What follows belongs to an exercise in optimizing a design on an open flow for small area, a short achievable clock period and few clock cycles per item; a production flow would make more cautious choices.
RTL that was checked went through simulation tests only; none was proved equivalent to the original.
Power and IR drop assume default switching activity.

Setup of run B:
// unsigned_nonrestoring
module unsigned_nonrestoring #(
    parameter int WIDTH = 32
) (
    input logic go,
    input logic[WIDTH-1:0] divisor,
    input logic[WIDTH-1:0] dividend,
    input logic clk, rst,
    output logic done,
    output logic[WIDTH-1:0] quotient,
    output logic[WIDTH-1:0] remainder,
    output logic divide_by_zero
);
Settings: LEC_CHECK=0, ABC_AREA=1, CAP_MARGIN=20, CORE_MARGIN=2, CORE_UTILIZATION=40, CTS_BUF_LIST=sky130_fd_sc_hd__clkbuf_8, SETUP_SLACK_MARGIN=3.5, SLEW_MARGIN=20; clock period 6.0 ns.
standard.sh (not shown) runs the stock make flow with config.mk's settings and CLKGATE_MAP_FILE= SYNTH_SCRIPT=/design/flow/synth_recipe.tcl, a recipe that flattens the netlist after the stock synthesis.
==> flow/flow/run.sh <==
#!/bin/bash
# The standard layout, with the port buffers made from the smallest plain buffer
# (buf_1) instead of the cell buffer_ports picks by itself.
set -euo pipefail
bash standard.sh 'BUFFER_PORTS_ARGS=-buffer_cell sky130_fd_sc_hd__buf_1' finish > make.log 2>&1
The following lists how run E was set up differently from run B:
--- a/flow/design.v
+++ b/flow/design.v
@@ -10,14 +10,16 @@
     output logic[WIDTH-1:0] remainder,
     output logic divide_by_zero
 );
 logic align_R, iter_R, done_R, dbz_R;
 logic [4:0] cnt_R;
 logic [31:0] Q_R, R_R, B_R;
-logic [4:0] lza_R;
-logic [5:0] lzb_R;
+logic [2:0] lzah_R;            
+logic [3:0] lzbh_R;            
+logic [1:0] dl_R;              
+logic bl_R;                    
 assign done = done_R;
 assign divide_by_zero = dbz_R;
 assign quotient = Q_R;
 assign remainder = R_R;
 function automatic logic [5:0] lzc32(input logic [31:0] x);
     logic [15:0] v1; logic [15:0] c1;
@@ -42,20 +44,27 @@
     end
     if (v4[1]) lzc32 = {2'b00, c4[1]};
     else if (v4[0]) lzc32 = {2'b01, c4[0]};
     else lzc32 = 6'd32;
 endfunction
 logic [6:0] d;
+logic [4:0] dh;
 logic [31:0] bsh;
 logic bzero, qzero;
-logic [5:0] lza6;
+logic [5:0] lza6, lzb6;
+logic [4:0] lza5;
+logic [2:0] dl;
 always_comb begin
-    d = {1'b0, lzb_R} - {2'b0, lza_R};
-    bzero = lzb_R[5];
     lza6 = lzc32(dividend);
-    qzero = d[6];
+    lza5 = lza6[4:0] | {5{lza6[5]}};
+    lzb6 = lzc32(divisor);
+    dl = {1'b0, lzb6[1:0]} - {1'b0, lza5[1:0]};
+    dh = {1'b0, lzbh_R} - {2'b0, lzah_R} - {4'b0, bl_R};
+    d = {dh, dl_R};
+    bzero = lzbh_R[3];
+    qzero = dh[4];
     bsh = divisor << d[4:0];
 end
 logic [32:0] diff;
 logic qd;
 logic [32:0] sx, sz, sg, sp, G, P;
 always_comb begin
@@ -168,21 +177,23 @@
         end else if (go) begin
             align_R <= 1'b1;
         end
     end
 end
 always_ff @(posedge clk) begin
-    lza_R <= lza6[4:0] | {5{lza6[5]}};
-    lzb_R <= lzc32(divisor);
+    lzah_R <= lza5[4:2];
+    lzbh_R <= lzb6[5:2];
+    dl_R <= dl[1:0];
+    bl_R <= dl[2];
     if (align_R) begin
         B_R <= bsh;
         Q_R <= '0;
         cnt_R <= d[4:0];
     end else begin
         B_R <= {1'b0, B_R[31:1]};
         Q_R <= {Q_R[30:0], qd};
         cnt_R <= cnt_R - 5'd1;
     end
-    if (!iter_R) R_R <= dividend;
-    else if (qd) R_R <= diff[31:0];
+    if (!align_R && !iter_R) R_R <= dividend;
+    else if (iter_R && qd) R_R <= diff[31:0];
 end
 endmodule
Notes after the runs:
Run E finished every step from synthesis to the final layout, and the layout passed the timing, design-rule and antenna checks. Looking at fmax, run E sits below run B. Compared to run B, run E has actual slew at the worst max-slew pin 240 ps higher. Run B -> run E: wire length on met1 decreased slightly. | die area | run E vs run B | worse |. The data required time of the critical path in run E sits 50 ps below the value recorded for run B. Compared with run B, run E shows a global-route usage that is 0.67 points lower. [compare] base=run B new=run E: relative area change from synthesis to final layout went up 3.8 points, sum of routed wire length over all layers has increased. Run B -> run E: number of instances in the synthesized netlist decreased slightly. Relative to run B, combinational power share has gone up in run E. Delta (run E minus run B): mapped cell area higher, final cell area excluding filler cells rose about 5%, clock-buffer cell count now sits higher, count of flip-flops and latches fell about 0.9%.
Function was not checked in any run of this note: the RTL went through the layout flow alone.

---

The RTL this note starts from:
==> flow/design.v <==
module unsigned_nonrestoring #(
    parameter int WIDTH = 32
) (
    input logic go,
    input logic[WIDTH-1:0] divisor,
    input logic[WIDTH-1:0] dividend,
    input logic clk, rst,
    output logic done,
    output logic[WIDTH-1:0] quotient,
    output logic[WIDTH-1:0] remainder,
    output logic divide_by_zero
);
logic align_R, iter_R, done_R, dbz_R;
logic [4:0] cnt_R;
logic [31:0] Q_R, R_R, B_R;
logic [5:0] lza_R, lzb_R;
assign done = done_R;
assign divide_by_zero = dbz_R;
assign quotient = Q_R;
assign remainder = R_R;
function automatic logic [5:0] lzc32(input logic [31:0] x);
    logic [15:0] v1; logic [15:0] c1;
    logic [7:0] v2; logic [1:0] c2 [8];
    logic [3:0] v3; logic [2:0] c3 [4];
    logic [1:0] v4; logic [3:0] c4 [2];
    for (int i = 0; i < 16; i++) begin
        v1[i] = x[2*i+1] | x[2*i];
        c1[i] = ~x[2*i+1];
    end
    for (int i = 0; i < 8; i++) begin
        v2[i] = v1[2*i+1] | v1[2*i];
        c2[i] = v1[2*i+1] ? {1'b0, c1[2*i+1]} : {1'b1, c1[2*i]};
    end
    for (int i = 0; i < 4; i++) begin
        v3[i] = v2[2*i+1] | v2[2*i];
        c3[i] = v2[2*i+1] ? {1'b0, c2[2*i+1]} : {1'b1, c2[2*i]};
    end
    for (int i = 0; i < 2; i++) begin
        v4[i] = v3[2*i+1] | v3[2*i];
        c4[i] = v3[2*i+1] ? {1'b0, c3[2*i+1]} : {1'b1, c3[2*i]};
    end
    if (v4[1]) lzc32 = {2'b00, c4[1]};
    else if (v4[0]) lzc32 = {2'b01, c4[0]};
    else lzc32 = 6'd32;
endfunction
logic [6:0] d;
logic [31:0] bsh;
logic bzero, qzero;
always_comb begin
    d = {1'b0, lzb_R} - {1'b0, lza_R};
    bzero = lzb_R[5];
    qzero = d[6];
    bsh = divisor << d[4:0];
end
logic [32:0] diff;
logic qd;
logic [32:0] sx, sz, sg, sp, G, P;
always_comb begin
    sx = {1'b0, R_R}; sz = ~{1'b0, B_R};
    sg = sx & sz; sp = sx ^ sz;
    G = {sg[32:1], sg[0] | sp[0]}; P = sp;
    G[31] = G[31] | (P[31] & G[30]); P[31] = P[31] & P[30];
    G[29] = G[29] | (P[29] & G[28]); P[29] = P[29] & P[28];
    G[27] = G[27] | (P[27] & G[26]); P[27] = P[27] & P[26];
    G[25] = G[25] | (P[25] & G[24]); P[25] = P[25] & P[24];
    G[23] = G[23] | (P[23] & G[22]); P[23] = P[23] & P[22];
    G[21] = G[21] | (P[21] & G[20]); P[21] = P[21] & P[20];
    G[19] = G[19] | (P[19] & G[18]); P[19] = P[19] & P[18];
    G[17] = G[17] | (P[17] & G[16]); P[17] = P[17] & P[16];
    G[15] = G[15] | (P[15] & G[14]); P[15] = P[15] & P[14];
    G[13] = G[13] | (P[13] & G[12]); P[13] = P[13] & P[12];
    G[11] = G[11] | (P[11] & G[10]); P[11] = P[11] & P[10];
    G[9] = G[9] | (P[9] & G[8]); P[9] = P[9] & P[8];
    G[7] = G[7] | (P[7] & G[6]); P[7] = P[7] & P[6];
    G[5] = G[5] | (P[5] & G[4]); P[5] = P[5] & P[4];
    G[3] = G[3] | (P[3] & G[2]); P[3] = P[3] & P[2];
    G[1] = G[1] | (P[1] & G[0]); P[1] = P[1] & P[0];
    G[31] = G[31] | (P[31] & G[29]); P[31] = P[31] & P[29];
    G[30] = G[30] | (P[30] & G[29]); P[30] = P[30] & P[29];
    G[27] = G[27] | (P[27] & G[25]); P[27] = P[27] & P[25];
    G[26] = G[26] | (P[26] & G[25]); P[26] = P[26] & P[25];
    G[23] = G[23] | (P[23] & G[21]); P[23] = P[23] & P[21];
    G[22] = G[22] | (P[22] & G[21]); P[22] = P[22] & P[21];
    G[19] = G[19] | (P[19] & G[17]); P[19] = P[19] & P[17];
    G[18] = G[18] | (P[18] & G[17]); P[18] = P[18] & P[17];
    G[15] = G[15] | (P[15] & G[13]); P[15] = P[15] & P[13];
    G[14] = G[14] | (P[14] & G[13]); P[14] = P[14] & P[13];
    G[11] = G[11] | (P[11] & G[9]); P[11] = P[11] & P[9];
    G[10] = G[10] | (P[10] & G[9]); P[10] = P[10] & P[9];
    G[7] = G[7] | (P[7] & G[5]); P[7] = P[7] & P[5];
    G[6] = G[6] | (P[6] & G[5]); P[6] = P[6] & P[5];
    G[3] = G[3] | (P[3] & G[1]); P[3] = P[3] & P[1];
    G[2] = G[2] | (P[2] & G[1]); P[2] = P[2] & P[1];
    G[31] = G[31] | (P[31] & G[27]); P[31] = P[31] & P[27];
    G[30] = G[30] | (P[30] & G[27]); P[30] = P[30] & P[27];
    G[29] = G[29] | (P[29] & G[27]); P[29] = P[29] & P[27];
    G[28] = G[28] | (P[28] & G[27]); P[28] = P[28] & P[27];
    G[23] = G[23] | (P[23] & G[19]); P[23] = P[23] & P[19];
    G[22] = G[22] | (P[22] & G[19]); P[22] = P[22] & P[19];
    G[21] = G[21] | (P[21] & G[19]); P[21] = P[21] & P[19];
    G[20] = G[20] | (P[20] & G[19]); P[20] = P[20] & P[19];
    G[15] = G[15] | (P[15] & G[11]); P[15] = P[15] & P[11];
    G[14] = G[14] | (P[14] & G[11]); P[14] = P[14] & P[11];
    G[13] = G[13] | (P[13] & G[11]); P[13] = P[13] & P[11];
    G[12] = G[12] | (P[12] & G[11]); P[12] = P[12] & P[11];
    G[7] = G[7] | (P[7] & G[3]); P[7] = P[7] & P[3];
    G[6] = G[6] | (P[6] & G[3]); P[6] = P[6] & P[3];
    G[5] = G[5] | (P[5] & G[3]); P[5] = P[5] & P[3];
    G[4] = G[4] | (P[4] & G[3]); P[4] = P[4] & P[3];
    G[31] = G[31] | (P[31] & G[23]); P[31] = P[31] & P[23];
    G[30] = G[30] | (P[30] & G[23]); P[30] = P[30] & P[23];
    G[29] = G[29] | (P[29] & G[23]); P[29] = P[29] & P[23];
    G[28] = G[28] | (P[28] & G[23]); P[28] = P[28] & P[23];
    G[27] = G[27] | (P[27] & G[23]); P[27] = P[27] & P[23];
    G[26] = G[26] | (P[26] & G[23]); P[26] = P[26] & P[23];
    G[25] = G[25] | (P[25] & G[23]); P[25] = P[25] & P[23];
    G[24] = G[24] | (P[24] & G[23]); P[24] = P[24] & P[23];
    G[15] = G[15] | (P[15] & G[7]); P[15] = P[15] & P[7];
    G[14] = G[14] | (P[14] & G[7]); P[14] = P[14] & P[7];
    G[13] = G[13] | (P[13] & G[7]); P[13] = P[13] & P[7];
    G[12] = G[12] | (P[12] & G[7]); P[12] = P[12] & P[7];
    G[11] = G[11] | (P[11] & G[7]); P[11] = P[11] & P[7];
    G[10] = G[10] | (P[10] & G[7]); P[10] = P[10] & P[7];
    G[9] = G[9] | (P[9] & G[7]); P[9] = P[9] & P[7];
    G[8] = G[8] | (P[8] & G[7]); P[8] = P[8] & P[7];
    G[31] = G[31] | (P[31] & G[15]); P[31] = P[31] & P[15];
    G[30] = G[30] | (P[30] & G[15]); P[30] = P[30] & P[15];
    G[29] = G[29] | (P[29] & G[15]); P[29] = P[29] & P[15];
    G[28] = G[28] | (P[28] & G[15]); P[28] = P[28] & P[15];
    G[27] = G[27] | (P[27] & G[15]); P[27] = P[27] & P[15];
    G[26] = G[26] | (P[26] & G[15]); P[26] = P[26] & P[15];
    G[25] = G[25] | (P[25] & G[15]); P[25] = P[25] & P[15];
    G[24] = G[24] | (P[24] & G[15]); P[24] = P[24] & P[15];
    G[23] = G[23] | (P[23] & G[15]); P[23] = P[23] & P[15];
    G[22] = G[22] | (P[22] & G[15]); P[22] = P[22] & P[15];
    G[21] = G[21] | (P[21] & G[15]); P[21] = P[21] & P[15];
    G[20] = G[20] | (P[20] & G[15]); P[20] = P[20] & P[15];
    G[19] = G[19] | (P[19] & G[15]); P[19] = P[19] & P[15];
    G[18] = G[18] | (P[18] & G[15]); P[18] = P[18] & P[15];
    G[17] = G[17] | (P[17] & G[15]); P[17] = P[17] & P[15];
    G[16] = G[16] | (P[16] & G[15]); P[16] = P[16] & P[15];
    G[32] = G[32] | (P[32] & G[31]); P[32] = P[32] & P[31];
    diff[0] = ~sp[0];
    for (int i = 1; i < 33; i++) diff[i] = sp[i] ^ G[i-1];
    qd = !diff[32];
end
always_ff @(posedge clk or posedge rst) begin
    if (rst) begin
        align_R <= 1'b0;
        iter_R <= 1'b0;
        done_R <= 1'b0;
        dbz_R <= 1'b0;
    end else begin
        done_R <= 1'b0;
        if (align_R) begin
            align_R <= 1'b0;
            dbz_R <= bzero;
            if (bzero || qzero) done_R <= 1'b1;
            else iter_R <= 1'b1;
        end else if (iter_R) begin
            if (cnt_R == 5'd0) begin
                iter_R <= 1'b0;
                done_R <= 1'b1;
            end
        end else if (go) begin
            align_R <= 1'b1;
        end
    end
end
always_ff @(posedge clk) begin
    lza_R <= lzc32(dividend);
    lzb_R <= lzc32(divisor);
    if (align_R) begin
        B_R <= bsh;
        Q_R <= '0;
        cnt_R <= d[4:0];
    end else begin
        B_R <= {1'b0, B_R[31:1]};
        Q_R <= {Q_R[30:0], qd};
        cnt_R <= cnt_R - 5'd1;
    end
    if (!align_R && !iter_R) R_R <= dividend;
    else if (iter_R && qd) R_R <= diff[31:0];
end
endmodule
clock: 6.0 ns
lec_check: 0
abc_area: 1
cap_margin: 20
core_margin: 2
core_utilization: 40
cts_buf_list: sky130_fd_sc_hd__clkbuf_8
setup_slack_margin: 3.5
slew_margin: 20
Scripts as last shown in full above: flow/flow/run.sh
The baseline completed with no timing, DRC or antenna violations.
Testbench counts at the start, summed over its fixed seeds: cycles 32,890, divisions 3,200.
Rerun with:
--- a/flow/design.v
+++ b/flow/design.v
@@ -10,13 +10,14 @@
     output logic[WIDTH-1:0] remainder,
     output logic divide_by_zero
 );
 logic align_R, iter_R, done_R, dbz_R;
 logic [4:0] cnt_R;
 logic [31:0] Q_R, R_R, B_R;
-logic [5:0] lza_R, lzb_R;
+logic [4:0] lza_R;
+logic [5:0] lzb_R;
 assign done = done_R;
 assign divide_by_zero = dbz_R;
 assign quotient = Q_R;
 assign remainder = R_R;
 function automatic logic [5:0] lzc32(input logic [31:0] x);
     logic [15:0] v1; logic [15:0] c1;
@@ -43,15 +44,17 @@
     else if (v4[0]) lzc32 = {2'b01, c4[0]};
     else lzc32 = 6'd32;
 endfunction
 logic [6:0] d;
 logic [31:0] bsh;
 logic bzero, qzero;
+logic [5:0] lza6;
 always_comb begin
-    d = {1'b0, lzb_R} - {1'b0, lza_R};
+    d = {1'b0, lzb_R} - {2'b0, lza_R};
     bzero = lzb_R[5];
+    lza6 = lzc32(dividend);
     qzero = d[6];
     bsh = divisor << d[4:0];
 end
 logic [32:0] diff;
 logic qd;
 logic [32:0] sx, sz, sg, sp, G, P;
@@ -165,13 +168,13 @@
         end else if (go) begin
             align_R <= 1'b1;
         end
     end
 end
 always_ff @(posedge clk) begin
-    lza_R <= lzc32(dividend);
+    lza_R <= lza6[4:0] | {5{lza6[5]}};
     lzb_R <= lzc32(divisor);
     if (align_R) begin
         B_R <= bsh;
         Q_R <= '0;
         cnt_R <= d[4:0];
     end else begin
What happened: Area after synthesis fell by 1.3%; worst hold slack is about the same; power came out lower by 3.1%; core utilization fell by 0.91 points; clock power rises by 7.0%; wire length is lower by 2.9%; clock skew stays flat; cell count decreases by 1.7%.
Testbench counts after the change, summed over its fixed seeds: cycles 32,895, divisions 3,200.

[static timing again, ports no longer ideal]
No port has a modelled driver above. Below, the same layouts with a new extraction and two added sets of constraints.
Step 1 sets driving cells, clkbuf_16 on the clock port and buf_2 on the other inputs (assumed; they add their load-dependent delay and slew).
Step 2 moves the port delays by t, midway between the first and last clock arrival at a register: inputs arrive t later, outputs are due t later. That takes back most of the time a late clock gives input paths.
Slacks: ideal ports / drivers / drivers and shift; pairs: ideal ports / drivers.
| run | t, ns | setup WS [ns] | worst hold slack (ns) | worst setup path after step 2 | pins driven straight from the clock port |
|---|---|---|---|---|---|
| run B | 0.504 | 3.609 / 3.609 / 3.221 | 0.422 / 0.422 / 0.422 | input to register | 1 |
| run E | 0.491 | 3.433 / 3.443 / 2.952 | 0.421 / 0.421 / 0.421 | input to register | 1 |
| the first run of note 2 | 0.471 | 3.613 / 3.613 / 3.196 | 0.411 / 0.411 / 0.411 | input to register | 1 |
| the second run of note 2 | 0.482 | 3.616 / 3.616 / 3.335 | 0.413 / 0.413 / 0.413 | input to register | 1 |
After both steps setup and hold are still met in every run listed. The setup slack of run E, which loses most, moves by +0.010 ns with the drivers and by -0.481 ns with both steps.
